This design comes from an exercise in tuning for small area, a short achievable clock period and few clock cycles per item on the open sky130 flow, not from production work.
RTL that was checked went through simulation tests only; none was proved equivalent to the original.
For run 1, only the layout was checked, not whether the RTL still works.

## flow/design.v (module list and top-level ports; edited modules follow where they fit)
// module md5: 132 lines
module md5(
      input clk,
      input reset_n,
      input start,
      input [63:0] password,
      output reg done,
      output [127:0] passwd_hash
      );
  // ...
==> flow/flow/run.sh <==
#!/bin/bash
set -euo pipefail
bash standard.sh \
  "BUFFER_PORTS_ARGS=-buffer_cell sky130_fd_sc_hd__buf_1" \
  SETUP_SLACK_MARGIN=6 \
  finish > make_finish.log 2>&1
==> flow/standard.sh <==
#!/bin/bash
# synth_recipe.tcl (not shown) runs the flow's synth.tcl, then flattens the netlist and writes it again
# the make line also repeats each setting of config.mk as NAME=value (left out here)
make -C /OpenROAD-flow-scripts/flow DESIGN_CONFIG=/design/flow/config.mk WORK_HOME=/design/flow/orfs CLKGATE_MAP_FILE= SYNTH_SCRIPT=/design/flow/synth_recipe.tcl "${@:-finish}"
==> flow/config.mk <==
export PLATFORM = sky130hd
export DESIGN_NAME = md5
export DESIGN_NICKNAME = md5
export VERILOG_FILES = /design/flow/design.v
export SDC_FILE = /design/flow/constraint.sdc
export NUM_CORES = 4
export LEC_CHECK = 0
export ABC_AREA = 1
export CAP_MARGIN = 20
export CORE_MARGIN = 2
export CORE_UTILIZATION = 45
export SLEW_MARGIN = 20
==> flow/constraint.sdc <==
create_clock -name core_clock -period 11.0 [get_ports {clk}]
set_input_delay 2.2000 -clock core_clock [delete_from_list [all_inputs] [get_ports {clk}]]
set_output_delay 2.2000 -clock core_clock [all_outputs]
set_load 0.01 [all_outputs]
==> run_results.csv, run 1 <==
group,metric,value,unit
logic_synthesis,ys_seq_elements,162,
logic_synthesis,yosys.area.top_type,"dfxtp_1",
die,dieArea,0.04111,mm²
route,wl_met2,43340,µm
sta,tns,0,ps
sta,rsz0062_at_grt,"yes",
logic_synthesis,synth_compound_area_frac,0.1605,
place,placed_cell_area,0.01894,mm²
run_status,status,"finished clean",
finish,nFillCells,3391,
finish,clock_buffers,18,
clock_network,cts_tree,"done",
route,via_per_inst,6.624,
sta,finalHoldViolCount,0,
logic_synthesis,synth.area.top_cells,"dfxtp_1, nand2_1, ha_1",
route,wl_met3,14710,µm
finish,nets,3492,
place,port_buffers,195,
global_route,grt_use_met2,0.7129,
die,start_util,0.4579,
die,num_rows,72,
sta,timing.fmax,0.1894,GHz
finish,seq_share,0.1412,
logic_synthesis,syn_inst,2934,
route,routed-via-count,24940,
finish,buffers_excl_clock,350,
clock_network,post-cts-setup-buffer-count,61,
clock_network,clk_path_buf_depth,2,
clock_network,clock-root-buffer,"clkbuf_16",
clock_network,numCtsBuffers,17,
sta,maxSlewViolCount,0,
place,post-dp-hpwl,77290,µm
logic_synthesis,avgSynthCellArea,6.059,µm²
route,wl_met1,35790,µm
critical_path,endpoint,"b[31]",
logic_synthesis,synth_edf_count,0,
==> module md5, before the edit <==
module md5(
      input clk,
      input reset_n,
      input start,
      input [63:0] password,
      output reg done,
      output [127:0] passwd_hash
      );
reg [6:0] cnt;
reg [31:0] p, b, c, d;
reg idle;            
reg fin;             
reg [3:0] rsel;      
reg [3:0] xsel;      
reg [3:0] psel;      
wire [6:0] cnt_n = ~reset_n ? 7'd67 : idle ? (start ? 7'd0 : 7'd67) : cnt + 7'd1;
reg [3:0] xsel_n;
always @(*) begin
  case ({cnt_n[1:0], cnt_n[5:4]})
    4'd0: xsel_n = 4'b1000;
    4'd1: xsel_n = 4'b0010;
    4'd2: xsel_n = 4'b0001;
    4'd3: xsel_n = 4'b0100;
    4'd4: xsel_n = 4'b1000;
    4'd5: xsel_n = 4'b0001;
    4'd6: xsel_n = 4'b0100;
    4'd7: xsel_n = 4'b0010;
    4'd8: xsel_n = 4'b1000;
    4'd9: xsel_n = 4'b0001;
    4'd10: xsel_n = 4'b0100;
    4'd11: xsel_n = 4'b0010;
    4'd12: xsel_n = 4'b0100;
    4'd13: xsel_n = 4'b0001;
    4'd14: xsel_n = 4'b1000;
    4'd15: xsel_n = 4'b0010;
  endcase
end
always @(posedge clk) begin
  cnt <= cnt_n;
  idle <= (cnt_n == 7'd67);
  fin <= cnt_n[6] & (cnt_n != 7'd67);
  rsel <= cnt_n[6] ? 4'b0000 : (4'b0001 << cnt_n[5:4]);
  xsel <= xsel_n;
  psel <= 4'b0001 << cnt_n[1:0];
end
always @(posedge clk) begin
  if (~reset_n) done <= 1'b0;
  else done <= (cnt == 7'd66);
end
wire [31:0] m0 = {password[39:32], password[47:40], password[55:48], password[63:56]};
wire [31:0] m1 = {password[7:0], password[15:8], password[23:16], password[31:24]};
wire [31:0] tc;
assign tc[0] = (cnt == 7'd1) | (cnt == 7'd3) | (cnt == 7'd5) | (cnt == 7'd6) | (cnt == 7'd8) | (cnt == 7'd9) | (cnt == 7'd12) | (cnt == 7'd14) | (cnt == 7'd17) | (cnt == 7'd19) | (cnt == 7'd20) | (cnt == 7'd21) | (cnt == 7'd25) | (cnt == 7'd26) | (cnt == 7'd27) | (cnt == 7'd29) | (cnt == 7'd32) | (cnt == 7'd36) | (cnt == 7'd41) | (cnt == 7'd42) | (cnt == 7'd43) | (cnt == 7'd44) | (cnt == 7'd46) | (cnt == 7'd48) | (cnt == 7'd49) | (cnt == 7'd50) | (cnt == 7'd51) | (cnt == 7'd53) | (cnt == 7'd54) | (cnt == 7'd55) | (cnt == 7'd58) | (cnt == 7'd60) | (cnt == 7'd61) | (cnt == 7'd62) | (cnt == 7'd63) | (cnt == 7'd66) | (cnt == 7'd67);
assign tc[1] = (cnt == 7'd0) | (cnt == 7'd1) | (cnt == 7'd2) | (cnt == 7'd3) | (cnt == 7'd4) | (cnt == 7'd5) | (cnt == 7'd8) | (cnt == 7'd10) | (cnt == 7'd11) | (cnt == 7'd12) | (cnt == 7'd13) | (cnt == 7'd15) | (cnt == 7'd18) | (cnt == 7'd20) | (cnt == 7'd23) | (cnt == 7'd24) | (cnt == 7'd25) | (cnt == 7'd30) | (cnt == 7'd31) | (cnt == 7'd33) | (cnt == 7'd39) | (cnt == 7'd40) | (cnt == 7'd48) | (cnt == 7'd49) | (cnt == 7'd51) | (cnt == 7'd52) | (cnt == 7'd55) | (cnt == 7'd59) | (cnt == 7'd61) | (cnt == 7'd64) | (cnt == 7'd65);
assign tc[2] = (cnt == 7'd0) | (cnt == 7'd2) | (cnt == 7'd3) | (cnt == 7'd8) | (cnt == 7'd10) | (cnt == 7'd13) | (cnt == 7'd19) | (cnt == 7'd23) | (cnt == 7'd24) | (cnt == 7'd25) | (cnt == 7'd26) | (cnt == 7'd27) | (cnt == 7'd34) | (cnt == 7'd35) | (cnt == 7'd39) | (cnt == 7'd41) | (cnt == 7'd42) | (cnt == 7'd44) | (cnt == 7'd46) | (cnt == 7'd47) | (cnt == 7'd48) | (cnt == 7'd49) | (cnt == 7'd53) | (cnt == 7'd55) | (cnt == 7'd57) | (cnt == 7'd60) | (cnt == 7'd64) | (cnt == 7'd65);
assign tc[3] = (cnt == 7'd1) | (cnt == 7'd2) | (cnt == 7'd3) | (cnt == 7'd4) | (cnt == 7'd7) | (cnt == 7'd8) | (cnt == 7'd10) | (cnt == 7'd13) | (cnt == 7'd18) | (cnt == 7'd19) | (cnt == 7'd22) | (cnt == 7'd26) | (cnt == 7'd28) | (cnt == 7'd29) | (cnt == 7'd30) | (cnt == 7'd34) | (cnt == 7'd36) | (cnt == 7'd40) | (cnt == 7'd43) | (cnt == 7'd45) | (cnt == 7'd50) | (cnt == 7'd53) | (cnt == 7'd55) | (cnt == 7'd61) | (cnt == 7'd65) | (cnt == 7'd66) | (cnt == 7'd67);
assign tc[4] = (cnt == 7'd0) | (cnt == 7'd1) | (cnt == 7'd5) | (cnt == 7'd7) | (cnt == 7'd9) | (cnt == 7'd10) | (cnt == 7'd12) | (cnt == 7'd17) | (cnt == 7'd19) | (cnt == 7'd20) | (cnt == 7'd24) | (cnt == 7'd28) | (cnt == 7'd29) | (cnt == 7'd38) | (cnt == 7'd40) | (cnt == 7'd43) | (cnt == 7'd45) | (cnt == 7'd48) | (cnt == 7'd50) | (cnt == 7'd52) | (cnt == 7'd53) | (cnt == 7'd54) | (cnt == 7'd57) | (cnt == 7'd60) | (cnt == 7'd61) | (cnt == 7'd62) | (cnt == 7'd64) | (cnt == 7'd65) | (cnt == 7'd67);
assign tc[5] = (cnt == 7'd2) | (cnt == 7'd3) | (cnt == 7'd4) | (cnt == 7'd8) | (cnt == 7'd9) | (cnt == 7'd10) | (cnt == 7'd11) | (cnt == 7'd14) | (cnt == 7'd15) | (cnt == 7'd18) | (cnt == 7'd23) | (cnt == 7'd26) | (cnt == 7'd28) | (cnt == 7'd33) | (cnt == 7'd36) | (cnt == 7'd37) | (cnt == 7'd38) | (cnt == 7'd40) | (cnt == 7'd43) | (cnt == 7'd44) | (cnt == 7'd45) | (cnt == 7'd46) | (cnt == 7'd49) | (cnt == 7'd50) | (cnt == 7'd53) | (cnt == 7'd56) | (cnt == 7'd58) | (cnt == 7'd60) | (cnt == 7'd61) | (cnt == 7'd64) | (cnt == 7'd65) | (cnt == 7'd67);
assign tc[6] = (cnt == 7'd0) | (cnt == 7'd1) | (cnt == 7'd2) | (cnt == 7'd7) | (cnt == 7'd13) | (cnt == 7'd15) | (cnt == 7'd16) | (cnt == 7'd17) | (cnt == 7'd19) | (cnt == 7'd20) | (cnt == 7'd22) | (cnt == 7'd23) | (cnt == 7'd26) | (cnt == 7'd28) | (cnt == 7'd29) | (cnt == 7'd31) | (cnt == 7'd34) | (cnt == 7'd35) | (cnt == 7'd37) | (cnt == 7'd38) | (cnt == 7'd39) | (cnt == 7'd40) | (cnt == 7'd44) | (cnt == 7'd45) | (cnt == 7'd46) | (cnt == 7'd47) | (cnt == 7'd49) | (cnt == 7'd51) | (cnt == 7'd53) | (cnt == 7'd54) | (cnt == 7'd55) | (cnt == 7'd56) | (cnt == 7'd64) | (cnt == 7'd65) | (cnt == 7'd67);
assign tc[7] = (cnt == 7'd2) | (cnt == 7'd3) | (cnt == 7'd7) | (cnt == 7'd8) | (cnt == 7'd9) | (cnt == 7'd10) | (cnt == 7'd12) | (cnt == 7'd13) | (cnt == 7'd18) | (cnt == 7'd21) | (cnt == 7'd22) | (cnt == 7'd23) | (cnt == 7'd25) | (cnt == 7'd26) | (cnt == 7'd29) | (cnt == 7'd30) | (cnt == 7'd32) | (cnt == 7'd36) | (cnt == 7'd39) | (cnt == 7'd40) | (cnt == 7'd41) | (cnt == 7'd44) | (cnt == 7'd45) | (cnt == 7'd46) | (cnt == 7'd48) | (cnt == 7'd49) | (cnt == 7'd51) | (cnt == 7'd52) | (cnt == 7'd54) | (cnt == 7'd56) | (cnt == 7'd58) | (cnt == 7'd59) | (cnt == 7'd62) | (cnt == 7'd65) | (cnt == 7'd66);
assign tc[8] = (cnt == 7'd0) | (cnt == 7'd1) | (cnt == 7'd3) | (cnt == 7'd6) | (cnt == 7'd8) | (cnt == 7'd9) | (cnt == 7'd10) | (cnt == 7'd11) | (cnt == 7'd12) | (cnt == 7'd13) | (cnt == 7'd15) | (cnt == 7'd16) | (cnt == 7'd18) | (cnt == 7'd22) | (cnt == 7'd23) | (cnt == 7'd25) | (cnt == 7'd27) | (cnt == 7'd31) | (cnt == 7'd33) | (cnt == 7'd36) | (cnt == 7'd37) | (cnt == 7'd40) | (cnt == 7'd42) | (cnt == 7'd44) | (cnt == 7'd48) | (cnt == 7'd49) | (cnt == 7'd51) | (cnt == 7'd54) | (cnt == 7'd57) | (cnt == 7'd58) | (cnt == 7'd61) | (cnt == 7'd62) | (cnt == 7'd63) | (cnt == 7'd66) | (cnt == 7'd67);
assign tc[9] = (cnt == 7'd0) | (cnt == 7'd2) | (cnt == 7'd3) | (cnt == 7'd4) | (cnt == 7'd5) | (cnt == 7'd8) | (cnt == 7'd9) | (cnt == 7'd10) | (cnt == 7'd13) | (cnt == 7'd16) | (cnt == 7'd17) | (cnt == 7'd18) | (cnt == 7'd21) | (cnt == 7'd22) | (cnt == 7'd29) | (cnt == 7'd32) | (cnt == 7'd35) | (cnt == 7'd36) | (cnt == 7'd37) | (cnt == 7'd39) | (cnt == 7'd40) | (cnt == 7'd46) | (cnt == 7'd47) | (cnt == 7'd48) | (cnt == 7'd49) | (cnt == 7'd55) | (cnt == 7'd56) | (cnt == 7'd57) | (cnt == 7'd59) | (cnt == 7'd60) | (cnt == 7'd61) | (cnt == 7'd62) | (cnt == 7'd63) | (cnt == 7'd66) | (cnt == 7'd67);
assign tc[10] = (cnt == 7'd0) | (cnt == 7'd2) | (cnt == 7'd3) | (cnt == 7'd4) | (cnt == 7'd5) | (cnt == 7'd6) | (cnt == 7'd8) | (cnt == 7'd10) | (cnt == 7'd15) | (cnt == 7'd18) | (cnt == 7'd20) | (cnt == 7'd21) | (cnt == 7'd23) | (cnt == 7'd25) | (cnt == 7'd26) | (cnt == 7'd28) | (cnt == 7'd30) | (cnt == 7'd32) | (cnt == 7'd36) | (cnt == 7'd38) | (cnt == 7'd39) | (cnt == 7'd40) | (cnt == 7'd42) | (cnt == 7'd45) | (cnt == 7'd46) | (cnt == 7'd48) | (cnt == 7'd52) | (cnt == 7'd53) | (cnt == 7'd54) | (cnt == 7'd55) | (cnt == 7'd56) | (cnt == 7'd59) | (cnt == 7'd64) | (cnt == 7'd65) | (cnt == 7'd67);
assign tc[11] = (cnt == 7'd2) | (cnt == 7'd3) | (cnt == 7'd7) | (cnt == 7'd9) | (cnt == 7'd14) | (cnt == 7'd17) | (cnt == 7'd22) | (cnt == 7'd23) | (cnt == 7'd24) | (cnt == 7'd25) | (cnt == 7'd27) | (cnt == 7'd30) | (cnt == 7'd31) | (cnt == 7'd34) | (cnt == 7'd35) | (cnt == 7'd36) | (cnt == 7'd37) | (cnt == 7'd38) | (cnt == 7'd39) | (cnt == 7'd42) | (cnt == 7'd44) | (cnt == 7'd45) | (cnt == 7'd48) | (cnt == 7'd51) | (cnt == 7'd52) | (cnt == 7'd54) | (cnt == 7'd55) | (cnt == 7'd59) | (cnt == 7'd65) | (cnt == 7'd66);
assign tc[12] = (cnt == 7'd0) | (cnt == 7'd1) | (cnt == 7'd6) | (cnt == 7'd7) | (cnt == 7'd8) | (cnt == 7'd9) | (cnt == 7'd10) | (cnt == 7'd11) | (cnt == 7'd12) | (cnt == 7'd16) | (cnt == 7'd17) | (cnt == 7'd19) | (cnt == 7'd20) | (cnt == 7'd22) | (cnt == 7'd26) | (cnt == 7'd31) | (cnt == 7'd32) | (cnt == 7'd34) | (cnt == 7'd38) | (cnt == 7'd39) | (cnt == 7'd41) | (cnt == 7'd42) | (cnt == 7'd43) | (cnt == 7'd44) | (cnt == 7'd45) | (cnt == 7'd46) | (cnt == 7'd48) | (cnt == 7'd51) | (cnt == 7'd53) | (cnt == 7'd54) | (cnt == 7'd55) | (cnt == 7'd58) | (cnt == 7'd59) | (cnt == 7'd60) | (cnt == 7'd61) | (cnt == 7'd62) | (cnt == 7'd64) | (cnt == 7'd65);
assign tc[13] = (cnt == 7'd0) | (cnt == 7'd1) | (cnt == 7'd8) | (cnt == 7'd12) | (cnt == 7'd15) | (cnt == 7'd16) | (cnt == 7'd21) | (cnt == 7'd22) | (cnt == 7'd27) | (cnt == 7'd28) | (cnt == 7'd31) | (cnt == 7'd32) | (cnt == 7'd33) | (cnt == 7'd34) | (cnt == 7'd35) | (cnt == 7'd38) | (cnt == 7'd39) | (cnt == 7'd40) | (cnt == 7'd41) | (cnt == 7'd45) | (cnt == 7'd47) | (cnt == 7'd48) | (cnt == 7'd49) | (cnt == 7'd50) | (cnt == 7'd53) | (cnt == 7'd55) | (cnt == 7'd56) | (cnt == 7'd59) | (cnt == 7'd60) | (cnt == 7'd63) | (cnt == 7'd66);
assign tc[14] = (cnt == 7'd1) | (cnt == 7'd2) | (cnt == 7'd4) | (cnt == 7'd5) | (cnt == 7'd8) | (cnt == 7'd9) | (cnt == 7'd10) | (cnt == 7'd12) | (cnt == 7'd13) | (cnt == 7'd17) | (cnt == 7'd18) | (cnt == 7'd21) | (cnt == 7'd22) | (cnt == 7'd23) | (cnt == 7'd27) | (cnt == 7'd30) | (cnt == 7'd32) | (cnt == 7'd33) | (cnt == 7'd35) | (cnt == 7'd36) | (cnt == 7'd37) | (cnt == 7'd39) | (cnt == 7'd43) | (cnt == 7'd45) | (cnt == 7'd46) | (cnt == 7'd48) | (cnt == 7'd51) | (cnt == 7'd52) | (cnt == 7'd53) | (cnt == 7'd54) | (cnt == 7'd55) | (cnt == 7'd56) | (cnt == 7'd57) | (cnt == 7'd59) | (cnt == 7'd60) | (cnt == 7'd61) | (cnt == 7'd62) | (cnt == 7'd64) | (cnt == 7'd65) | (cnt == 7'd67);
assign tc[15] = (cnt == 7'd0) | (cnt == 7'd2) | (cnt == 7'd4) | (cnt == 7'd6) | (cnt == 7'd7) | (cnt == 7'd8) | (cnt == 7'd10) | (cnt == 7'd16) | (cnt == 7'd18) | (cnt == 7'd21) | (cnt == 7'd22) | (cnt == 7'd23) | (cnt == 7'd27) | (cnt == 7'd28) | (cnt == 7'd32) | (cnt == 7'd35) | (cnt == 7'd36) | (cnt == 7'd38) | (cnt == 7'd43) | (cnt == 7'd44) | (cnt == 7'd48) | (cnt == 7'd50) | (cnt == 7'd52) | (cnt == 7'd53) | (cnt == 7'd56) | (cnt == 7'd60) | (cnt == 7'd61) | (cnt == 7'd62) | (cnt == 7'd65) | (cnt == 7'd66) | (cnt == 7'd67);
assign tc[16] = (cnt == 7'd0) | (cnt == 7'd2) | (cnt == 7'd4) | (cnt == 7'd9) | (cnt == 7'd13) | (cnt == 7'd19) | (cnt == 7'd21) | (cnt == 7'd22) | (cnt == 7'd23) | (cnt == 7'd24) | (cnt == 7'd25) | (cnt == 7'd27) | (cnt == 7'd28) | (cnt == 7'd29) | (cnt == 7'd32) | (cnt == 7'd33) | (cnt == 7'd34) | (cnt == 7'd37) | (cnt == 7'd38) | (cnt == 7'd39) | (cnt == 7'd40) | (cnt == 7'd41) | (cnt == 7'd44) | (cnt == 7'd47) | (cnt == 7'd50) | (cnt == 7'd51) | (cnt == 7'd53) | (cnt == 7'd57) | (cnt == 7'd59) | (cnt == 7'd61) | (cnt == 7'd63) | (cnt == 7'd66) | (cnt == 7'd67);
assign tc[17] = (cnt == 7'd0) | (cnt == 7'd4) | (cnt == 7'd6) | (cnt == 7'd9) | (cnt == 7'd15) | (cnt == 7'd17) | (cnt == 7'd18) | (cnt == 7'd19) | (cnt == 7'd22) | (cnt == 7'd24) | (cnt == 7'd26) | (cnt == 7'd27) | (cnt == 7'd28) | (cnt == 7'd29) | (cnt == 7'd30) | (cnt == 7'd31) | (cnt == 7'd35) | (cnt == 7'd36) | (cnt == 7'd37) | (cnt == 7'd38) | (cnt == 7'd39) | (cnt == 7'd41) | (cnt == 7'd44) | (cnt == 7'd45) | (cnt == 7'd48) | (cnt == 7'd50) | (cnt == 7'd51) | (cnt == 7'd53) | (cnt == 7'd59) | (cnt == 7'd60) | (cnt == 7'd61) | (cnt == 7'd62) | (cnt == 7'd64) | (cnt == 7'd65) | (cnt == 7'd67);
assign tc[18] = (cnt == 7'd0) | (cnt == 7'd2) | (cnt == 7'd3) | (cnt == 7'd4) | (cnt == 7'd6) | (cnt == 7'd8) | (cnt == 7'd9) | (cnt == 7'd10) | (cnt == 7'd14) | (cnt == 7'd15) | (cnt == 7'd17) | (cnt == 7'd18) | (cnt == 7'd19) | (cnt == 7'd20) | (cnt == 7'd24) | (cnt == 7'd25) | (cnt == 7'd28) | (cnt == 7'd29) | (cnt == 7'd33) | (cnt == 7'd34) | (cnt == 7'd35) | (cnt == 7'd36) | (cnt == 7'd38) | (cnt == 7'd41) | (cnt == 7'd43) | (cnt == 7'd46) | (cnt == 7'd49) | (cnt == 7'd52) | (cnt == 7'd53) | (cnt == 7'd54) | (cnt == 7'd56) | (cnt == 7'd61) | (cnt == 7'd62) | (cnt == 7'd63) | (cnt == 7'd66) | (cnt == 7'd67);
assign tc[19] = (cnt == 7'd2) | (cnt == 7'd3) | (cnt == 7'd9) | (cnt == 7'd10) | (cnt == 7'd12) | (cnt == 7'd13) | (cnt == 7'd15) | (cnt == 7'd17) | (cnt == 7'd19) | (cnt == 7'd26) | (cnt == 7'd28) | (cnt == 7'd29) | (cnt == 7'd30) | (cnt == 7'd31) | (cnt == 7'd33) | (cnt == 7'd35) | (cnt == 7'd36) | (cnt == 7'd37) | (cnt == 7'd38) | (cnt == 7'd39) | (cnt == 7'd41) | (cnt == 7'd42) | (cnt == 7'd44) | (cnt == 7'd46) | (cnt == 7'd47) | (cnt == 7'd48) | (cnt == 7'd51) | (cnt == 7'd52) | (cnt == 7'd53) | (cnt == 7'd55) | (cnt == 7'd56) | (cnt == 7'd58) | (cnt == 7'd60) | (cnt == 7'd65) | (cnt == 7'd66) | (cnt == 7'd67);
assign tc[20] = (cnt == 7'd2) | (cnt == 7'd3) | (cnt == 7'd5) | (cnt == 7'd9) | (cnt == 7'd10) | (cnt == 7'd11) | (cnt == 7'd12) | (cnt == 7'd13) | (cnt == 7'd14) | (cnt == 7'd15) | (cnt == 7'd17) | (cnt == 7'd18) | (cnt == 7'd22) | (cnt == 7'd24) | (cnt == 7'd25) | (cnt == 7'd26) | (cnt == 7'd31) | (cnt == 7'd32) | (cnt == 7'd33) | (cnt == 7'd35) | (cnt == 7'd36) | (cnt == 7'd37) | (cnt == 7'd38) | (cnt == 7'd39) | (cnt == 7'd43) | (cnt == 7'd44) | (cnt == 7'd49) | (cnt == 7'd50) | (cnt == 7'd51) | (cnt == 7'd59) | (cnt == 7'd60) | (cnt == 7'd61) | (cnt == 7'd64) | (cnt == 7'd65);
assign tc[21] = (cnt == 7'd1) | (cnt == 7'd2) | (cnt == 7'd3) | (cnt == 7'd5) | (cnt == 7'd9) | (cnt == 7'd13) | (cnt == 7'd14) | (cnt == 7'd18) | (cnt == 7'd19) | (cnt == 7'd21) | (cnt == 7'd23) | (cnt == 7'd24) | (cnt == 7'd27) | (cnt == 7'd28) | (cnt == 7'd29) | (cnt == 7'd30) | (cnt == 7'd31) | (cnt == 7'd32) | (cnt == 7'd34) | (cnt == 7'd35) | (cnt == 7'd37) | (cnt == 7'd38) | (cnt == 7'd40) | (cnt == 7'd41) | (cnt == 7'd45) | (cnt == 7'd46) | (cnt == 7'd47) | (cnt == 7'd48) | (cnt == 7'd53) | (cnt == 7'd55) | (cnt == 7'd56) | (cnt == 7'd60) | (cnt == 7'd64) | (cnt == 7'd65) | (cnt == 7'd67);
assign tc[22] = (cnt == 7'd0) | (cnt == 7'd3) | (cnt == 7'd6) | (cnt == 7'd8) | (cnt == 7'd9) | (cnt == 7'd10) | (cnt == 7'd13) | (cnt == 7'd16) | (cnt == 7'd17) | (cnt == 7'd20) | (cnt == 7'd22) | (cnt == 7'd23) | (cnt == 7'd25) | (cnt == 7'd26) | (cnt == 7'd27) | (cnt == 7'd28) | (cnt == 7'd29) | (cnt == 7'd31) | (cnt == 7'd32) | (cnt == 7'd34) | (cnt == 7'd36) | (cnt == 7'd41) | (cnt == 7'd43) | (cnt == 7'd44) | (cnt == 7'd51) | (cnt == 7'd53) | (cnt == 7'd59) | (cnt == 7'd61) | (cnt == 7'd63) | (cnt == 7'd66);
assign tc[23] = (cnt == 7'd0) | (cnt == 7'd2) | (cnt == 7'd4) | (cnt == 7'd7) | (cnt == 7'd9) | (cnt == 7'd11) | (cnt == 7'd12) | (cnt == 7'd14) | (cnt == 7'd18) | (cnt == 7'd21) | (cnt == 7'd22) | (cnt == 7'd23) | (cnt == 7'd25) | (cnt == 7'd27) | (cnt == 7'd28) | (cnt == 7'd31) | (cnt == 7'd33) | (cnt == 7'd34) | (cnt == 7'd35) | (cnt == 7'd36) | (cnt == 7'd37) | (cnt == 7'd38) | (cnt == 7'd39) | (cnt == 7'd40) | (cnt == 7'd41) | (cnt == 7'd42) | (cnt == 7'd43) | (cnt == 7'd44) | (cnt == 7'd45) | (cnt == 7'd46) | (cnt == 7'd49) | (cnt == 7'd50) | (cnt == 7'd53) | (cnt == 7'd54) | (cnt == 7'd55) | (cnt == 7'd61) | (cnt == 7'd62) | (cnt == 7'd65) | (cnt == 7'd66) | (cnt == 7'd67);
assign tc[24] = (cnt == 7'd2) | (cnt == 7'd3) | (cnt == 7'd4) | (cnt == 7'd6) | (cnt == 7'd7) | (cnt == 7'd8) | (cnt == 7'd9) | (cnt == 7'd10) | (cnt == 7'd11) | (cnt == 7'd12) | (cnt == 7'd14) | (cnt == 7'd18) | (cnt == 7'd22) | (cnt == 7'd23) | (cnt == 7'd24) | (cnt == 7'd26) | (cnt == 7'd27) | (cnt == 7'd29) | (cnt == 7'd30) | (cnt == 7'd31) | (cnt == 7'd32) | (cnt == 7'd33) | (cnt == 7'd34) | (cnt == 7'd36) | (cnt == 7'd43) | (cnt == 7'd45) | (cnt == 7'd48) | (cnt == 7'd49) | (cnt == 7'd51) | (cnt == 7'd52) | (cnt == 7'd53) | (cnt == 7'd54) | (cnt == 7'd55) | (cnt == 7'd57) | (cnt == 7'd59) | (cnt == 7'd60) | (cnt == 7'd62) | (cnt == 7'd63) | (cnt == 7'd66);
assign tc[25] = (cnt == 7'd4) | (cnt == 7'd8) | (cnt == 7'd9) | (cnt == 7'd11) | (cnt == 7'd13) | (cnt == 7'd15) | (cnt == 7'd17) | (cnt == 7'd19) | (cnt == 7'd20) | (cnt == 7'd22) | (cnt == 7'd24) | (cnt == 7'd29) | (cnt == 7'd31) | (cnt == 7'd32) | (cnt == 7'd36) | (cnt == 7'd37) | (cnt == 7'd38) | (cnt == 7'd40) | (cnt == 7'd44) | (cnt == 7'd45) | (cnt == 7'd48) | (cnt == 7'd49) | (cnt == 7'd52) | (cnt == 7'd53) | (cnt == 7'd55) | (cnt == 7'd56) | (cnt == 7'd57) | (cnt == 7'd58) | (cnt == 7'd59) | (cnt == 7'd61) | (cnt == 7'd62) | (cnt == 7'd63) | (cnt == 7'd66) | (cnt == 7'd67);
assign tc[26] = (cnt == 7'd1) | (cnt == 7'd3) | (cnt == 7'd4) | (cnt == 7'd6) | (cnt == 7'd9) | (cnt == 7'd12) | (cnt == 7'd13) | (cnt == 7'd15) | (cnt == 7'd17) | (cnt == 7'd19) | (cnt == 7'd22) | (cnt == 7'd25) | (cnt == 7'd26) | (cnt == 7'd28) | (cnt == 7'd29) | (cnt == 7'd30) | (cnt == 7'd31) | (cnt == 7'd32) | (cnt == 7'd33) | (cnt == 7'd34) | (cnt == 7'd35) | (cnt == 7'd37) | (cnt == 7'd38) | (cnt == 7'd41) | (cnt == 7'd42) | (cnt == 7'd44) | (cnt == 7'd45) | (cnt == 7'd46) | (cnt == 7'd47) | (cnt == 7'd50) | (cnt == 7'd51) | (cnt == 7'd52) | (cnt == 7'd53) | (cnt == 7'd54) | (cnt == 7'd55) | (cnt == 7'd56) | (cnt == 7'd58) | (cnt == 7'd59) | (cnt == 7'd60) | (cnt == 7'd63) | (cnt == 7'd66) | (cnt == 7'd67);
assign tc[27] = (cnt == 7'd0) | (cnt == 7'd5) | (cnt == 7'd6) | (cnt == 7'd7) | (cnt == 7'd8) | (cnt == 7'd9) | (cnt == 7'd10) | (cnt == 7'd11) | (cnt == 7'd12) | (cnt == 7'd14) | (cnt == 7'd18) | (cnt == 7'd21) | (cnt == 7'd27) | (cnt == 7'd28) | (cnt == 7'd30) | (cnt == 7'd31) | (cnt == 7'd33) | (cnt == 7'd34) | (cnt == 7'd36) | (cnt == 7'd38) | (cnt == 7'd39) | (cnt == 7'd40) | (cnt == 7'd43) | (cnt == 7'd45) | (cnt == 7'd49) | (cnt == 7'd50) | (cnt == 7'd52) | (cnt == 7'd53) | (cnt == 7'd55) | (cnt == 7'd56) | (cnt == 7'd58) | (cnt == 7'd60) | (cnt == 7'd61) | (cnt == 7'd62) | (cnt == 7'd65) | (cnt == 7'd66) | (cnt == 7'd67);
assign tc[28] = (cnt == 7'd3) | (cnt == 7'd6) | (cnt == 7'd9) | (cnt == 7'd12) | (cnt == 7'd15) | (cnt == 7'd19) | (cnt == 7'd21) | (cnt == 7'd25) | (cnt == 7'd28) | (cnt == 7'd31) | (cnt == 7'd34) | (cnt == 7'd37) | (cnt == 7'd38) | (cnt == 7'd41) | (cnt == 7'd43) | (cnt == 7'd45) | (cnt == 7'd47) | (cnt == 7'd50) | (cnt == 7'd53) | (cnt == 7'd56) | (cnt == 7'd59) | (cnt == 7'd60) | (cnt == 7'd64) | (cnt == 7'd65) | (cnt == 7'd67);
assign tc[29] = (cnt == 7'd0) | (cnt == 7'd1) | (cnt == 7'd3) | (cnt == 7'd5) | (cnt == 7'd6) | (cnt == 7'd7) | (cnt == 7'd9) | (cnt == 7'd11) | (cnt == 7'd12) | (cnt == 7'd13) | (cnt == 7'd15) | (cnt == 7'd17) | (cnt == 7'd18) | (cnt == 7'd22) | (cnt == 7'd23) | (cnt == 7'd25) | (cnt == 7'd27) | (cnt == 7'd28) | (cnt == 7'd29) | (cnt == 7'd31) | (cnt == 7'd33) | (cnt == 7'd34) | (cnt == 7'd35) | (cnt == 7'd37) | (cnt == 7'd38) | (cnt == 7'd39) | (cnt == 7'd40) | (cnt == 7'd44) | (cnt == 7'd47) | (cnt == 7'd49) | (cnt == 7'd50) | (cnt == 7'd51) | (cnt == 7'd53) | (cnt == 7'd55) | (cnt == 7'd56) | (cnt == 7'd57) | (cnt == 7'd59) | (cnt == 7'd60) | (cnt == 7'd61) | (cnt == 7'd62) | (cnt == 7'd63) | (cnt == 7'd66) | (cnt == 7'd67);
assign tc[30] = (cnt == 7'd0) | (cnt == 7'd2) | (cnt == 7'd3) | (cnt == 7'd4) | (cnt == 7'd6) | (cnt == 7'd7) | (cnt == 7'd9) | (cnt == 7'd11) | (cnt == 7'd12) | (cnt == 7'd14) | (cnt == 7'd15) | (cnt == 7'd16) | (cnt == 7'd18) | (cnt == 7'd19) | (cnt == 7'd21) | (cnt == 7'd22) | (cnt == 7'd24) | (cnt == 7'd25) | (cnt == 7'd26) | (cnt == 7'd28) | (cnt == 7'd29) | (cnt == 7'd31) | (cnt == 7'd33) | (cnt == 7'd34) | (cnt == 7'd36) | (cnt == 7'd37) | (cnt == 7'd40) | (cnt == 7'd41) | (cnt == 7'd43) | (cnt == 7'd44) | (cnt == 7'd46) | (cnt == 7'd47) | (cnt == 7'd48) | (cnt == 7'd50) | (cnt == 7'd51) | (cnt == 7'd53) | (cnt == 7'd55) | (cnt == 7'd56) | (cnt == 7'd58) | (cnt == 7'd59) | (cnt == 7'd62) | (cnt == 7'd63) | (cnt == 7'd66);
assign tc[31] = (cnt == 7'd0) | (cnt == 7'd2) | (cnt == 7'd3) | (cnt == 7'd5) | (cnt == 7'd6) | (cnt == 7'd8) | (cnt == 7'd9) | (cnt == 7'd10) | (cnt == 7'd12) | (cnt == 7'd13) | (cnt == 7'd15) | (cnt == 7'd16) | (cnt == 7'd18) | (cnt == 7'd19) | (cnt == 7'd21) | (cnt == 7'd22) | (cnt == 7'd24) | (cnt == 7'd25) | (cnt == 7'd27) | (cnt == 7'd28) | (cnt == 7'd30) | (cnt == 7'd31) | (cnt == 7'd32) | (cnt == 7'd34) | (cnt == 7'd35) | (cnt == 7'd37) | (cnt == 7'd38) | (cnt == 7'd40) | (cnt == 7'd41) | (cnt == 7'd43) | (cnt == 7'd44) | (cnt == 7'd46) | (cnt == 7'd47) | (cnt == 7'd49) | (cnt == 7'd50) | (cnt == 7'd52) | (cnt == 7'd53) | (cnt == 7'd54) | (cnt == 7'd56) | (cnt == 7'd57) | (cnt == 7'd59) | (cnt == 7'd60) | (cnt == 7'd62) | (cnt == 7'd65) | (cnt == 7'd66);
wire s0 = (cnt == 7'd18) | (cnt == 7'd40) | (cnt == 7'd47) | (cnt == 7'd67);
wire s1 = (cnt == 7'd0) | (cnt == 7'd15) | (cnt == 7'd35) | (cnt == 7'd54);
wire [31:0] msg = ({32{s0}} & m0) | ({32{s1}} & m1);
wire [31:0] dop = {32{~idle}} & d;
wire [31:0] p_next = dop + tc + msg;
wire [3:0] rn = cnt_n[6] ? 4'b0000 : (4'b0001 << cnt_n[5:4]);
reg [3:0] rs1, rs2n, rs3n;
always @(posedge clk) begin
  if (~reset_n) rs1 <= 4'b1111; else rs1 <= rn;
  rs2n <= ~rn;
  if (~reset_n) rs3n <= 4'b0000; else rs3n <= ~rn;
end
wire [31:0] r0 = {{8{~rs3n[0]}}, {8{~rs2n[0]}}, {8{rs1[0]}}, {8{rsel[0]}}};
wire [31:0] r1 = {{8{~rs3n[1]}}, {8{~rs2n[1]}}, {8{rs1[1]}}, {8{rsel[1]}}};
wire [31:0] r2 = {{8{~rs3n[2]}}, {8{~rs2n[2]}}, {8{rs1[2]}}, {8{rsel[2]}}};
wire [31:0] r3 = {{8{~rs3n[3]}}, {8{~rs2n[3]}}, {8{rs1[3]}}, {8{rsel[3]}}};
wire [31:0] x1 = (r0 & c) | (r1 & (c | d)) | (r2 & ~(c ^ d)) | (r3 & ~c);
wire [31:0] x0 = (r0 & d) | (r1 & (c & ~d)) | (r2 & (c ^ d)) | (r3 & ~(c ^ d));
wire [31:0] f = (b & x1) | (~b & x0);
wire [31:0] t = p + f;
wire [31:0] t1 = ({32{xsel[0]}} & t) | ({32{xsel[1]}} & {t[30:0], t[31]}) |
                 ({32{xsel[2]}} & {t[29:0], t[31:30]}) | ({32{xsel[3]}} & {t[28:0], t[31:29]});
wire [31:0] rot = ({32{psel[0]}} & {t1[27:0], t1[31:28]}) | ({32{psel[1]}} & {t1[22:0], t1[31:23]}) |
                  ({32{psel[2]}} & {t1[17:0], t1[31:18]}) | ({32{psel[3]}} & {t1[11:0], t1[31:12]});
wire [31:0] bop = {32{~fin}} & b;
wire [31:0] sum = bop + rot;
always @(posedge clk) begin
  p <= p_next;
  if (idle) begin
    b <= 32'hefcdab89;
    c <= 32'h98badcfe;
    d <= 32'h10325476;
  end else begin
    b <= sum;
    c <= b;
    d <= c;
  end
end
wire [31:0] ha = {d[6:0], d[31:7]};
wire [31:0] hb = p;
wire [31:0] hc = {b[16:0], b[31:17]};
wire [31:0] hd = {c[11:0], c[31:12]};
function [31:0] bswap;
  input [31:0] x;
  bswap = {x[7:0], x[15:8], x[23:16], x[31:24]};
endfunction
assign passwd_hash = {bswap(ha), bswap(hb), bswap(hc), bswap(hd)};
endmodule
==> run 2, diff against run 1 <==
--- a/flow/design.v
+++ b/flow/design.v
@@ -86,22 +86,297 @@
 wire s1 = (cnt == 7'd0) | (cnt == 7'd15) | (cnt == 7'd35) | (cnt == 7'd54);
 wire [31:0] msg = ({32{s0}} & m0) | ({32{s1}} & m1);
 wire [31:0] dop = {32{~idle}} & d;
-wire [31:0] p_next = dop + tc + msg;
+wire [31:0] ps = dop ^ tc ^ msg;
+wire [31:0] pc = (dop & tc) | (dop & msg) | (tc & msg);
+wire [31:0] pc1 = {pc[30:0], 1'b0};
+wire [31:0] p_next_g0 = ps & pc1;
+wire [31:0] p_next_p0 = ps ^ pc1;
+wire p_next_g_0 = p_next_g0[1] | (p_next_p0[1] & p_next_g0[0]);
+wire p_next_p_0 = p_next_p0[1] & p_next_p0[0];
+wire p_next_g_1 = p_next_g0[3] | (p_next_p0[3] & p_next_g0[2]);
+wire p_next_p_1 = p_next_p0[3] & p_next_p0[2];
+wire p_next_g_2 = p_next_g0[5] | (p_next_p0[5] & p_next_g0[4]);
+wire p_next_p_2 = p_next_p0[5] & p_next_p0[4];
+wire p_next_g_3 = p_next_g0[7] | (p_next_p0[7] & p_next_g0[6]);
+wire p_next_p_3 = p_next_p0[7] & p_next_p0[6];
+wire p_next_g_4 = p_next_g0[9] | (p_next_p0[9] & p_next_g0[8]);
+wire p_next_p_4 = p_next_p0[9] & p_next_p0[8];
+wire p_next_g_5 = p_next_g0[11] | (p_next_p0[11] & p_next_g0[10]);
+wire p_next_p_5 = p_next_p0[11] & p_next_p0[10];
+wire p_next_g_6 = p_next_g0[13] | (p_next_p0[13] & p_next_g0[12]);
+wire p_next_p_6 = p_next_p0[13] & p_next_p0[12];
+wire p_next_g_7 = p_next_g0[15] | (p_next_p0[15] & p_next_g0[14]);
+wire p_next_p_7 = p_next_p0[15] & p_next_p0[14];
+wire p_next_g_8 = p_next_g0[17] | (p_next_p0[17] & p_next_g0[16]);
+wire p_next_p_8 = p_next_p0[17] & p_next_p0[16];
+wire p_next_g_9 = p_next_g0[19] | (p_next_p0[19] & p_next_g0[18]);
+wire p_next_p_9 = p_next_p0[19] & p_next_p0[18];
+wire p_next_g_10 = p_next_g0[21] | (p_next_p0[21] & p_next_g0[20]);
+wire p_next_p_10 = p_next_p0[21] & p_next_p0[20];
+wire p_next_g_11 = p_next_g0[23] | (p_next_p0[23] & p_next_g0[22]);
+wire p_next_p_11 = p_next_p0[23] & p_next_p0[22];
+wire p_next_g_12 = p_next_g0[25] | (p_next_p0[25] & p_next_g0[24]);
+wire p_next_p_12 = p_next_p0[25] & p_next_p0[24];
+wire p_next_g_13 = p_next_g0[27] | (p_next_p0[27] & p_next_g0[26]);
+wire p_next_p_13 = p_next_p0[27] & p_next_p0[26];
+wire p_next_g_14 = p_next_g0[29] | (p_next_p0[29] & p_next_g0[28]);
+wire p_next_p_14 = p_next_p0[29] & p_next_p0[28];
+wire p_next_g_15 = p_next_g0[31] | (p_next_p0[31] & p_next_g0[30]);
+wire p_next_p_15 = p_next_p0[31] & p_next_p0[30];
+wire p_next_g_16 = p_next_g0[2] | (p_next_p0[2] & p_next_g_0);
+wire p_next_p_16 = p_next_p0[2] & p_next_p_0;
+wire p_next_g_17 = p_next_g_1 | (p_next_p_1 & p_next_g_0);
+wire p_next_p_17 = p_next_p_1 & p_next_p_0;
+wire p_next_g_18 = p_next_g0[6] | (p_next_p0[6] & p_next_g_2);
+wire p_next_p_18 = p_next_p0[6] & p_next_p_2;
+wire p_next_g_19 = p_next_g_3 | (p_next_p_3 & p_next_g_2);
+wire p_next_p_19 = p_next_p_3 & p_next_p_2;
+wire p_next_g_20 = p_next_g0[10] | (p_next_p0[10] & p_next_g_4);
+wire p_next_p_20 = p_next_p0[10] & p_next_p_4;
+wire p_next_g_21 = p_next_g_5 | (p_next_p_5 & p_next_g_4);
+wire p_next_p_21 = p_next_p_5 & p_next_p_4;
+wire p_next_g_22 = p_next_g0[14] | (p_next_p0[14] & p_next_g_6);
+wire p_next_p_22 = p_next_p0[14] & p_next_p_6;
+wire p_next_g_23 = p_next_g_7 | (p_next_p_7 & p_next_g_6);
+wire p_next_p_23 = p_next_p_7 & p_next_p_6;
+wire p_next_g_24 = p_next_g0[18] | (p_next_p0[18] & p_next_g_8);
+wire p_next_p_24 = p_next_p0[18] & p_next_p_8;
+wire p_next_g_25 = p_next_g_9 | (p_next_p_9 & p_next_g_8);
+wire p_next_p_25 = p_next_p_9 & p_next_p_8;
+wire p_next_g_26 = p_next_g0[22] | (p_next_p0[22] & p_next_g_10);
+wire p_next_p_26 = p_next_p0[22] & p_next_p_10;
+wire p_next_g_27 = p_next_g_11 | (p_next_p_11 & p_next_g_10);
+wire p_next_p_27 = p_next_p_11 & p_next_p_10;
+wire p_next_g_28 = p_next_g0[26] | (p_next_p0[26] & p_next_g_12);
+wire p_next_p_28 = p_next_p0[26] & p_next_p_12;
+wire p_next_g_29 = p_next_g_13 | (p_next_p_13 & p_next_g_12);
+wire p_next_p_29 = p_next_p_13 & p_next_p_12;
+wire p_next_g_30 = p_next_g0[30] | (p_next_p0[30] & p_next_g_14);
+wire p_next_p_30 = p_next_p0[30] & p_next_p_14;
+wire p_next_g_31 = p_next_g_15 | (p_next_p_15 & p_next_g_14);
+wire p_next_p_31 = p_next_p_15 & p_next_p_14;
+wire p_next_g_32 = p_next_g0[4] | (p_next_p0[4] & p_next_g_17);
+wire p_next_p_32 = p_next_p0[4] & p_next_p_17;
+wire p_next_g_33 = p_next_g_2 | (p_next_p_2 & p_next_g_17);
+wire p_next_p_33 = p_next_p_2 & p_next_p_17;
+wire p_next_g_34 = p_next_g_18 | (p_next_p_18 & p_next_g_17);
+wire p_next_p_34 = p_next_p_18 & p_next_p_17;
+wire p_next_g_35 = p_next_g_19 | (p_next_p_19 & p_next_g_17);
+wire p_next_p_35 = p_next_p_19 & p_next_p_17;
+wire p_next_g_36 = p_next_g0[12] | (p_next_p0[12] & p_next_g_21);
+wire p_next_p_36 = p_next_p0[12] & p_next_p_21;
+wire p_next_g_37 = p_next_g_6 | (p_next_p_6 & p_next_g_21);
+wire p_next_p_37 = p_next_p_6 & p_next_p_21;
+wire p_next_g_38 = p_next_g_22 | (p_next_p_22 & p_next_g_21);
+wire p_next_p_38 = p_next_p_22 & p_next_p_21;
+wire p_next_g_39 = p_next_g_23 | (p_next_p_23 & p_next_g_21);
+wire p_next_p_39 = p_next_p_23 & p_next_p_21;
+wire p_next_g_40 = p_next_g0[20] | (p_next_p0[20] & p_next_g_25);
+wire p_next_p_40 = p_next_p0[20] & p_next_p_25;
+wire p_next_g_41 = p_next_g_10 | (p_next_p_10 & p_next_g_25);
+wire p_next_p_41 = p_next_p_10 & p_next_p_25;
+wire p_next_g_42 = p_next_g_26 | (p_next_p_26 & p_next_g_25);
+wire p_next_p_42 = p_next_p_26 & p_next_p_25;
+wire p_next_g_43 = p_next_g_27 | (p_next_p_27 & p_next_g_25);
+wire p_next_p_43 = p_next_p_27 & p_next_p_25;
+wire p_next_g_44 = p_next_g0[28] | (p_next_p0[28] & p_next_g_29);
+wire p_next_p_44 = p_next_p0[28] & p_next_p_29;
+wire p_next_g_45 = p_next_g_14 | (p_next_p_14 & p_next_g_29);
+wire p_next_p_45 = p_next_p_14 & p_next_p_29;
+wire p_next_g_46 = p_next_g_30 | (p_next_p_30 & p_next_g_29);
+wire p_next_p_46 = p_next_p_30 & p_next_p_29;
+wire p_next_g_47 = p_next_g_31 | (p_next_p_31 & p_next_g_29);
+wire p_next_p_47 = p_next_p_31 & p_next_p_29;
+wire p_next_g_48 = p_next_g0[8] | (p_next_p0[8] & p_next_g_35);
+wire p_next_p_48 = p_next_p0[8] & p_next_p_35;
+wire p_next_g_49 = p_next_g_4 | (p_next_p_4 & p_next_g_35);
+wire p_next_p_49 = p_next_p_4 & p_next_p_35;
+wire p_next_g_50 = p_next_g_20 | (p_next_p_20 & p_next_g_35);
+wire p_next_p_50 = p_next_p_20 & p_next_p_35;
+wire p_next_g_51 = p_next_g_21 | (p_next_p_21 & p_next_g_35);
+wire p_next_p_51 = p_next_p_21 & p_next_p_35;
+wire p_next_g_52 = p_next_g_36 | (p_next_p_36 & p_next_g_35);
+wire p_next_p_52 = p_next_p_36 & p_next_p_35;
+wire p_next_g_53 = p_next_g_37 | (p_next_p_37 & p_next_g_35);
+wire p_next_p_53 = p_next_p_37 & p_next_p_35;
+wire p_next_g_54 = p_next_g_38 | (p_next_p_38 & p_next_g_35);
+wire p_next_p_54 = p_next_p_38 & p_next_p_35;
+wire p_next_g_55 = p_next_g_39 | (p_next_p_39 & p_next_g_35);
+wire p_next_p_55 = p_next_p_39 & p_next_p_35;
+wire p_next_g_56 = p_next_g0[24] | (p_next_p0[24] & p_next_g_43);
+wire p_next_p_56 = p_next_p0[24] & p_next_p_43;
+wire p_next_g_57 = p_next_g_12 | (p_next_p_12 & p_next_g_43);
+wire p_next_p_57 = p_next_p_12 & p_next_p_43;
+wire p_next_g_58 = p_next_g_28 | (p_next_p_28 & p_next_g_43);
+wire p_next_p_58 = p_next_p_28 & p_next_p_43;
+wire p_next_g_59 = p_next_g_29 | (p_next_p_29 & p_next_g_43);
+wire p_next_p_59 = p_next_p_29 & p_next_p_43;
+wire p_next_g_60 = p_next_g_44 | (p_next_p_44 & p_next_g_43);
+wire p_next_p_60 = p_next_p_44 & p_next_p_43;
+wire p_next_g_61 = p_next_g_45 | (p_next_p_45 & p_next_g_43);
+wire p_next_p_61 = p_next_p_45 & p_next_p_43;
+wire p_next_g_62 = p_next_g_46 | (p_next_p_46 & p_next_g_43);
+wire p_next_p_62 = p_next_p_46 & p_next_p_43;
+wire p_next_g_63 = p_next_g_47 | (p_next_p_47 & p_next_g_43);
+wire p_next_p_63 = p_next_p_47 & p_next_p_43;
+wire p_next_g_64 = p_next_g0[16] | (p_next_p0[16] & p_next_g_55);
+wire p_next_p_64 = p_next_p0[16] & p_next_p_55;
+wire p_next_g_65 = p_next_g_8 | (p_next_p_8 & p_next_g_55);
+wire p_next_p_65 = p_next_p_8 & p_next_p_55;
+wire p_next_g_66 = p_next_g_24 | (p_next_p_24 & p_next_g_55);
+wire p_next_p_66 = p_next_p_24 & p_next_p_55;
+wire p_next_g_67 = p_next_g_25 | (p_next_p_25 & p_next_g_55);
+wire p_next_p_67 = p_next_p_25 & p_next_p_55;
+wire p_next_g_68 = p_next_g_40 | (p_next_p_40 & p_next_g_55);
+wire p_next_p_68 = p_next_p_40 & p_next_p_55;
+wire p_next_g_69 = p_next_g_41 | (p_next_p_41 & p_next_g_55);
+wire p_next_p_69 = p_next_p_41 & p_next_p_55;
+wire p_next_g_70 = p_next_g_42 | (p_next_p_42 & p_next_g_55);
+wire p_next_p_70 = p_next_p_42 & p_next_p_55;
+wire p_next_g_71 = p_next_g_43 | (p_next_p_43 & p_next_g_55);
+wire p_next_p_71 = p_next_p_43 & p_next_p_55;
+wire p_next_g_72 = p_next_g_56 | (p_next_p_56 & p_next_g_55);
+wire p_next_p_72 = p_next_p_56 & p_next_p_55;
+wire p_next_g_73 = p_next_g_57 | (p_next_p_57 & p_next_g_55);
+wire p_next_p_73 = p_next_p_57 & p_next_p_55;
+wire p_next_g_74 = p_next_g_58 | (p_next_p_58 & p_next_g_55);
+wire p_next_p_74 = p_next_p_58 & p_next_p_55;
+wire p_next_g_75 = p_next_g_59 | (p_next_p_59 & p_next_g_55);
+wire p_next_p_75 = p_next_p_59 & p_next_p_55;
+wire p_next_g_76 = p_next_g_60 | (p_next_p_60 & p_next_g_55);
+wire p_next_p_76 = p_next_p_60 & p_next_p_55;
+wire p_next_g_77 = p_next_g_61 | (p_next_p_61 & p_next_g_55);
+wire p_next_p_77 = p_next_p_61 & p_next_p_55;
+wire p_next_g_78 = p_next_g_62 | (p_next_p_62 & p_next_g_55);
+wire p_next_p_78 = p_next_p_62 & p_next_p_55;
+wire p_next_g_79 = p_next_g_63 | (p_next_p_63 & p_next_g_55);
+wire p_next_p_79 = p_next_p_63 & p_next_p_55;
+wire [31:0] p_next = p_next_p0 ^ {p_next_g_78, p_next_g_77, p_next_g_76, p_next_g_75, p_next_g_74, p_next_g_73, p_next_g_72, p_next_g_71, p_next_g_70, p_next_g_69, p_next_g_68, p_next_g_67, p_next_g_66, p_next_g_65, p_next_g_64, p_next_g_55, p_next_g_54, p_next_g_53, p_next_g_52, p_next_g_51, p_next_g_50, p_next_g_49, p_next_g_48, p_next_g_35, p_next_g_34, p_next_g_33, p_next_g_32, p_next_g_17, p_next_g_16, p_next_g_0, p_next_g0[0], 1'b0};
+wire [31:0] cn = idle ? 32'h98badcfe : b;
+wire [31:0] dn = idle ? 32'h10325476 : c;
 wire [3:0] rn = cnt_n[6] ? 4'b0000 : (4'b0001 << cnt_n[5:4]);
-reg [3:0] rs1, rs2n, rs3n;
+reg [31:0] x1, x0;
 always @(posedge clk) begin
-  if (~reset_n) rs1 <= 4'b1111; else rs1 <= rn;
-  rs2n <= ~rn;
-  if (~reset_n) rs3n <= 4'b0000; else rs3n <= ~rn;
+  x1 <= ({32{rn[0]}} & cn) | ({32{rn[1]}} & (cn | dn)) | ({32{rn[2]}} & ~(cn ^ dn)) | ({32{rn[3]}} & ~cn);
+  x0 <= ({32{rn[0]}} & dn) | ({32{rn[1]}} & (cn & ~dn)) | ({32{rn[2]}} & (cn ^ dn)) | ({32{rn[3]}} & ~(cn ^ dn));
 end
-wire [31:0] r0 = {{8{~rs3n[0]}}, {8{~rs2n[0]}}, {8{rs1[0]}}, {8{rsel[0]}}};
-wire [31:0] r1 = {{8{~rs3n[1]}}, {8{~rs2n[1]}}, {8{rs1[1]}}, {8{rsel[1]}}};
-wire [31:0] r2 = {{8{~rs3n[2]}}, {8{~rs2n[2]}}, {8{rs1[2]}}, {8{rsel[2]}}};
-wire [31:0] r3 = {{8{~rs3n[3]}}, {8{~rs2n[3]}}, {8{rs1[3]}}, {8{rsel[3]}}};
-wire [31:0] x1 = (r0 & c) | (r1 & (c | d)) | (r2 & ~(c ^ d)) | (r3 & ~c);
-wire [31:0] x0 = (r0 & d) | (r1 & (c & ~d)) | (r2 & (c ^ d)) | (r3 & ~(c ^ d));
-wire [31:0] f = (b & x1) | (~b & x0);
-wire [31:0] t = p + f;
+wire [31:0] t_g0 = (b & p & x1) | (~b & p & x0);
+wire [31:0] t_p0 = (b & (p ^ x1)) | (~b & (p ^ x0));
+wire t_g_0 = t_g0[1] | (t_p0[1] & t_g0[0]);
+wire t_p_0 = t_p0[1] & t_p0[0];
+wire t_g_1 = t_g0[3] | (t_p0[3] & t_g0[2]);
+wire t_p_1 = t_p0[3] & t_p0[2];
+wire t_g_2 = t_g0[5] | (t_p0[5] & t_g0[4]);
+wire t_p_2 = t_p0[5] & t_p0[4];
+wire t_g_3 = t_g0[7] | (t_p0[7] & t_g0[6]);
+wire t_p_3 = t_p0[7] & t_p0[6];
+wire t_g_4 = t_g0[9] | (t_p0[9] & t_g0[8]);
+wire t_p_4 = t_p0[9] & t_p0[8];
+wire t_g_5 = t_g0[11] | (t_p0[11] & t_g0[10]);
+wire t_p_5 = t_p0[11] & t_p0[10];
+wire t_g_6 = t_g0[13] | (t_p0[13] & t_g0[12]);
+wire t_p_6 = t_p0[13] & t_p0[12];
+wire t_g_7 = t_g0[15] | (t_p0[15] & t_g0[14]);
+wire t_p_7 = t_p0[15] & t_p0[14];
+wire t_g_8 = t_g0[17] | (t_p0[17] & t_g0[16]);
+wire t_p_8 = t_p0[17] & t_p0[16];
+wire t_g_9 = t_g0[19] | (t_p0[19] & t_g0[18]);
+wire t_p_9 = t_p0[19] & t_p0[18];
+wire t_g_10 = t_g0[21] | (t_p0[21] & t_g0[20]);
+wire t_p_10 = t_p0[21] & t_p0[20];
+wire t_g_11 = t_g0[23] | (t_p0[23] & t_g0[22]);
+wire t_p_11 = t_p0[23] & t_p0[22];
+wire t_g_12 = t_g0[25] | (t_p0[25] & t_g0[24]);
+wire t_p_12 = t_p0[25] & t_p0[24];
+wire t_g_13 = t_g0[27] | (t_p0[27] & t_g0[26]);
+wire t_p_13 = t_p0[27] & t_p0[26];
+wire t_g_14 = t_g0[29] | (t_p0[29] & t_g0[28]);
+wire t_p_14 = t_p0[29] & t_p0[28];
+wire t_g_15 = t_g0[31] | (t_p0[31] & t_g0[30]);
+wire t_p_15 = t_p0[31] & t_p0[30];
+wire t_g_16 = t_g_1 | (t_p_1 & t_g_0);
+wire t_p_16 = t_p_1 & t_p_0;
+wire t_g_17 = t_g_3 | (t_p_3 & t_g_2);
+wire t_p_17 = t_p_3 & t_p_2;
+wire t_g_18 = t_g_5 | (t_p_5 & t_g_4);
+wire t_p_18 = t_p_5 & t_p_4;
+wire t_g_19 = t_g_7 | (t_p_7 & t_g_6);
+wire t_p_19 = t_p_7 & t_p_6;
+wire t_g_20 = t_g_9 | (t_p_9 & t_g_8);
+wire t_p_20 = t_p_9 & t_p_8;
+wire t_g_21 = t_g_11 | (t_p_11 & t_g_10);
+wire t_p_21 = t_p_11 & t_p_10;
+wire t_g_22 = t_g_13 | (t_p_13 & t_g_12);
+wire t_p_22 = t_p_13 & t_p_12;
+wire t_g_23 = t_g_15 | (t_p_15 & t_g_14);
+wire t_p_23 = t_p_15 & t_p_14;
+wire t_g_24 = t_g_17 | (t_p_17 & t_g_16);
+wire t_p_24 = t_p_17 & t_p_16;
+wire t_g_25 = t_g_19 | (t_p_19 & t_g_18);
+wire t_p_25 = t_p_19 & t_p_18;
+wire t_g_26 = t_g_21 | (t_p_21 & t_g_20);
+wire t_p_26 = t_p_21 & t_p_20;
+wire t_g_27 = t_g_23 | (t_p_23 & t_g_22);
+wire t_p_27 = t_p_23 & t_p_22;
+wire t_g_28 = t_g_25 | (t_p_25 & t_g_24);
+wire t_p_28 = t_p_25 & t_p_24;
+wire t_g_29 = t_g_27 | (t_p_27 & t_g_26);
+wire t_p_29 = t_p_27 & t_p_26;
+wire t_g_30 = t_g_29 | (t_p_29 & t_g_28);
+wire t_p_30 = t_p_29 & t_p_28;
+wire t_g_31 = t_g_26 | (t_p_26 & t_g_28);
+wire t_p_31 = t_p_26 & t_p_28;
+wire t_g_32 = t_g_18 | (t_p_18 & t_g_24);
+wire t_p_32 = t_p_18 & t_p_24;
+wire t_g_33 = t_g_20 | (t_p_20 & t_g_28);
+wire t_p_33 = t_p_20 & t_p_28;
+wire t_g_34 = t_g_22 | (t_p_22 & t_g_31);
+wire t_p_34 = t_p_22 & t_p_31;
+wire t_g_35 = t_g_2 | (t_p_2 & t_g_16);
+wire t_p_35 = t_p_2 & t_p_16;
+wire t_g_36 = t_g_4 | (t_p_4 & t_g_24);
+wire t_p_36 = t_p_4 & t_p_24;
+wire t_g_37 = t_g_6 | (t_p_6 & t_g_32);
+wire t_p_37 = t_p_6 & t_p_32;
+wire t_g_38 = t_g_8 | (t_p_8 & t_g_28);
+wire t_p_38 = t_p_8 & t_p_28;
+wire t_g_39 = t_g_10 | (t_p_10 & t_g_33);
+wire t_p_39 = t_p_10 & t_p_33;
+wire t_g_40 = t_g_12 | (t_p_12 & t_g_31);
+wire t_p_40 = t_p_12 & t_p_31;
+wire t_g_41 = t_g_14 | (t_p_14 & t_g_34);
+wire t_p_41 = t_p_14 & t_p_34;
+wire t_g_42 = t_g0[2] | (t_p0[2] & t_g_0);
+wire t_p_42 = t_p0[2] & t_p_0;
+wire t_g_43 = t_g0[4] | (t_p0[4] & t_g_16);
+wire t_p_43 = t_p0[4] & t_p_16;
+wire t_g_44 = t_g0[6] | (t_p0[6] & t_g_35);
+wire t_p_44 = t_p0[6] & t_p_35;
+wire t_g_45 = t_g0[8] | (t_p0[8] & t_g_24);
+wire t_p_45 = t_p0[8] & t_p_24;
+wire t_g_46 = t_g0[10] | (t_p0[10] & t_g_36);
+wire t_p_46 = t_p0[10] & t_p_36;
+wire t_g_47 = t_g0[12] | (t_p0[12] & t_g_32);
+wire t_p_47 = t_p0[12] & t_p_32;
+wire t_g_48 = t_g0[14] | (t_p0[14] & t_g_37);
+wire t_p_48 = t_p0[14] & t_p_37;
+wire t_g_49 = t_g0[16] | (t_p0[16] & t_g_28);
+wire t_p_49 = t_p0[16] & t_p_28;
+wire t_g_50 = t_g0[18] | (t_p0[18] & t_g_38);
+wire t_p_50 = t_p0[18] & t_p_38;
+wire t_g_51 = t_g0[20] | (t_p0[20] & t_g_33);
+wire t_p_51 = t_p0[20] & t_p_33;
+wire t_g_52 = t_g0[22] | (t_p0[22] & t_g_39);
+wire t_p_52 = t_p0[22] & t_p_39;
+wire t_g_53 = t_g0[24] | (t_p0[24] & t_g_31);
+wire t_p_53 = t_p0[24] & t_p_31;
+wire t_g_54 = t_g0[26] | (t_p0[26] & t_g_40);
+wire t_p_54 = t_p0[26] & t_p_40;
+wire t_g_55 = t_g0[28] | (t_p0[28] & t_g_34);
+wire t_p_55 = t_p0[28] & t_p_34;
+wire t_g_56 = t_g0[30] | (t_p0[30] & t_g_41);
+wire t_p_56 = t_p0[30] & t_p_41;
+wire [31:0] t = t_p0 ^ {t_g_56, t_g_41, t_g_55, t_g_34, t_g_54, t_g_40, t_g_53, t_g_31, t_g_52, t_g_39, t_g_51, t_g_33, t_g_50, t_g_38, t_g_49, t_g_28, t_g_48, t_g_37, t_g_47, t_g_32, t_g_46, t_g_36, t_g_45, t_g_24, t_g_44, t_g_35, t_g_43, t_g_16, t_g_42, t_g_0, t_g0[0], 1'b0};
 wire [31:0] t1 = ({32{xsel[0]}} & t) | ({32{xsel[1]}} & {t[30:0], t[31]}) |
                  ({32{xsel[2]}} & {t[29:0], t[31:30]}) | ({32{xsel[3]}} & {t[28:0], t[31:29]});
 wire [31:0] rot = ({32{psel[0]}} & {t1[27:0], t1[31:28]}) | ({32{psel[1]}} & {t1[22:0], t1[31:23]}) |
==> run 2 against run 1 <==
Net effect: fmax rose by 6.8%; area after synthesis rose by 1.9%; largest cell class unchanged.
==> run_results.csv, run 2 <==
group,metric,value,unit
logic_synthesis,ys_seq_elements,210,
finish,stdcell_count,3585,
route,drt-total-wl,89240,µm
logic_synthesis,synth_edf_count,0,
die,num_rows,73,
die,start_util,0.4559,
place,place_inst,3514,
logic_synthesis,synthMostInstantiatedCell,"nand2_1",
critical_path,required,11440,ps
logic_synthesis,syn_area,0.01811,mm²
global_route,grt_pass1_vias,20230,
route,wl_per_cell,24.89,µm
sta,tightest_slew,1163,ps
finish,post-route-util,0.5316,
sta,period_share,0.4495,
critical_path,crit_arrival,5380,ps
sta,fin_skew,28.35,ps
sta,finalHoldViolCount,0,
die,io_pins,196,
finish,area_growth,16.61,%
logic_synthesis,synth.distinct_cells,49,
route,via_per_inst,6.019,
die,die_y,204.6,µm
clock_network,clock-root-buffer,"clkbuf_16",
sta,rsz0062_at_grt,"no",
route,routed-via-count,21580,
route,drt_first_iter_violations,2729,
finish,stdcell_area,0.02112,mm²
sta,post-route-min-period,4944,ps
clock_network,numCtsBuffers,25,
run,drv_cap,0,
die,die_w,204.6,µm
clock_network,clk_path_buf_depth,3,
place,place_congestion,1.072,
logic_synthesis,avgSynthCellArea,6.351,µm²
finish,nFillCells,3957,
finish,seqCellArea,0.004227,mm²
finish,nets,3290,
logic_synthesis,ys.flop_type,"dfxtp_1",
place,placed_cell_area,0.01927,mm²
place,post-dp-hpwl,70070,µm
critical_path,startpoint_type,"flop",
finish,drive_above_1_share,0.09118,
logic_synthesis,syn_nets,3100,
global_route,antenna_found_initial,2,
place,port_buffers,195,
sta,slew-limit-headroom,0.2237,
global_route,grt_max_degree,65,
clock_network,clk_pin_slew,60,ps
clock_network,cts_max_level,1,
route,drcViolationCount,0,
run_status,status,"finished clean",
clock_network,clk_latency,550,ps
route,ant_nets,0,
sta,tns,0,ps
clock_network,cts.sinks,210,
logic_synthesis,syn_inst,2852,
global_route,grt-ovfl-total,0,
critical_path,cp-end-kind,"flop",
critical_path,cp_max_fo,11,
logic_synthesis,ys_seq_area_frac,0.2321,
die,dieArea,0.04187,mm²
sta,maxSlewViolCount,0,
critical_path,critPathKind,"reg -> reg",
finish,multi_input_area,0.01278,mm²
hold_path,worstHoldPathType,"reg -> reg",
logic_synthesis,synthTopCellsByCount,"nand2_1, inv_1, nor2_1",
logic_synthesis,synth_top_area_frac,0.2321,
logic_synthesis,synthArstFlopShare,0,
finish,final_cell_mix,"nand2_1, inv_1, nor2_1, dfxtp_1, buf_1",
finish,mostFrequentLayoutCell,"nand2_1",
global_route,grt_use_total,0.4111,
logic_synthesis,ys_warn_count,1,
sta,timing.fmax,0.2023,GHz
clock_network,cts_tree,"done",
logic_synthesis,synth.area.top_cells,"dfxtp_1, nand2_1, ha_1",
global_route,grt_pass1_wl,127600,µm
finish,diodes,0,
die,core,0.03973,mm²
sta,setup_viol,0,
route,drtPass1Iterations,7,
logic_synthesis,yosys.area.top_type,"dfxtp_1",
run 2: per-stage QoR:
stage	hold WS (ps)	setup WS [ps]
after floorplan	525.5	6187
after global placement	476.7	5058
after detailed placement	479.0	4915
after CTS	498.1	6001
after global routing	529.2	5944
final	501.5	6056
run 2: layer usage:
metal / vias to the layer above / GRT usage / share of wire
met5: - / 0 / 0.00010
met4: 2 / 0.1980 / 0.059
met3: 286 / 0.06809 / 0.099
met2: 1338 / 0.6468 / 0.44
met1: 10220 / 0.5458 / 0.41
li1: 9736 / - / -
run 2: worst max-delay path: stages (launching register included):
cell and delay, ps:
dfxtp_1 360, ha_1 290, nand2_1 220, nor2_1 70, buf_4 180, a21oi_1 370, nand2_1 290, nor4_1 570
nand4_1 230, fa_1 540, ha_1 300, nand2_1 60, inv_1 80, nand4_1 160, nand3_4 170, nand3_1 140
nand2_4 160, inv_1 80, fa_1 440, xnor2_1 130
run 2: cell families (layout without fill, tap and decap cells):
kind of cell             Yosys count  after routing  synth area share
buffers and inverters            488            695            0.1052
adder cells (fa/ha/maj)          181            181            0.1399
multiplexers                       3              3          0.001658
flip-flops                       210            210            0.2321
AND/OR/NAND/NOR                 1608           1609            0.3803
AO/OA/AOI/OAI                    328            328            0.1244
XOR/XNOR                          34             34           0.01644
run 2: area by class of cell:
cell class | count | area share
timing repair inverter | 1 | 0.0003554
inverter | 414 | 0.07405
clock inverter | 14 | 0.007642
tap | 525 | 0.03110
clock buffer | 31 | 0.03258
timing repair buffer | 235 | 0.04887
sequential | 210 | 0.2001
multi-input combinational | 2155 | 0.6053
run 2: worst paths after layout:
check             startpoint     to  slack, ps  cells after the start
hold reg to reg         c[2]   d[2]        500                      2
setup / recovery      cnt[0]  p[17]       6060                     19
hold / removal          c[2]   d[2]        500                      2
setup reg to reg      cnt[0]  p[17]       6060                     19
run 2: timing repair:
action,in CTS,in global routing
resized for setup,55,151
cloned,1,1
hold buffers,0,0
setup endpoints to repair,48,41
pin swaps,7,31
setup buffers,7,17
Testbench counts of run 2, summed over its fixed seeds: cycles 13,056, hashes 192.

-- static timing again, ports no longer ideal --
The flow's constraints put no driver on any port. The routed layouts listed below were extracted and timed again, unchanged, in two steps.
Step 1 (the two cells are an assumption about what drives the block):
set clk [get_ports {clk}]
set_driving_cell -lib_cell sky130_fd_sc_hd__clkbuf_16 $clk
set_driving_cell -lib_cell sky130_fd_sc_hd__buf_2 [delete_from_list [all_inputs] $clk]
Step 2 adds t to the input delays and takes it off the output delays; t is the mean of the earliest and latest rising clock arrival at the registers after step 1. Input paths then give back, and output paths get back, about the clock's delay inside the block.
Three values: no drivers, after step 1, after step 2; two values: the first two.
run	shift t [ns]	slack for setup (ns)	worst data-port slew with drivers (ns)
run 1	0.520	5.721 / 5.721 / 5.721	0.04
run 2	0.594	6.056 / 6.056 / 5.954	0.05
After both steps setup and hold are still met in every run listed. For run 2, which loses most, drivers alone change the setup slack by 0.000 ns; drivers and shift together by -0.102 ns.
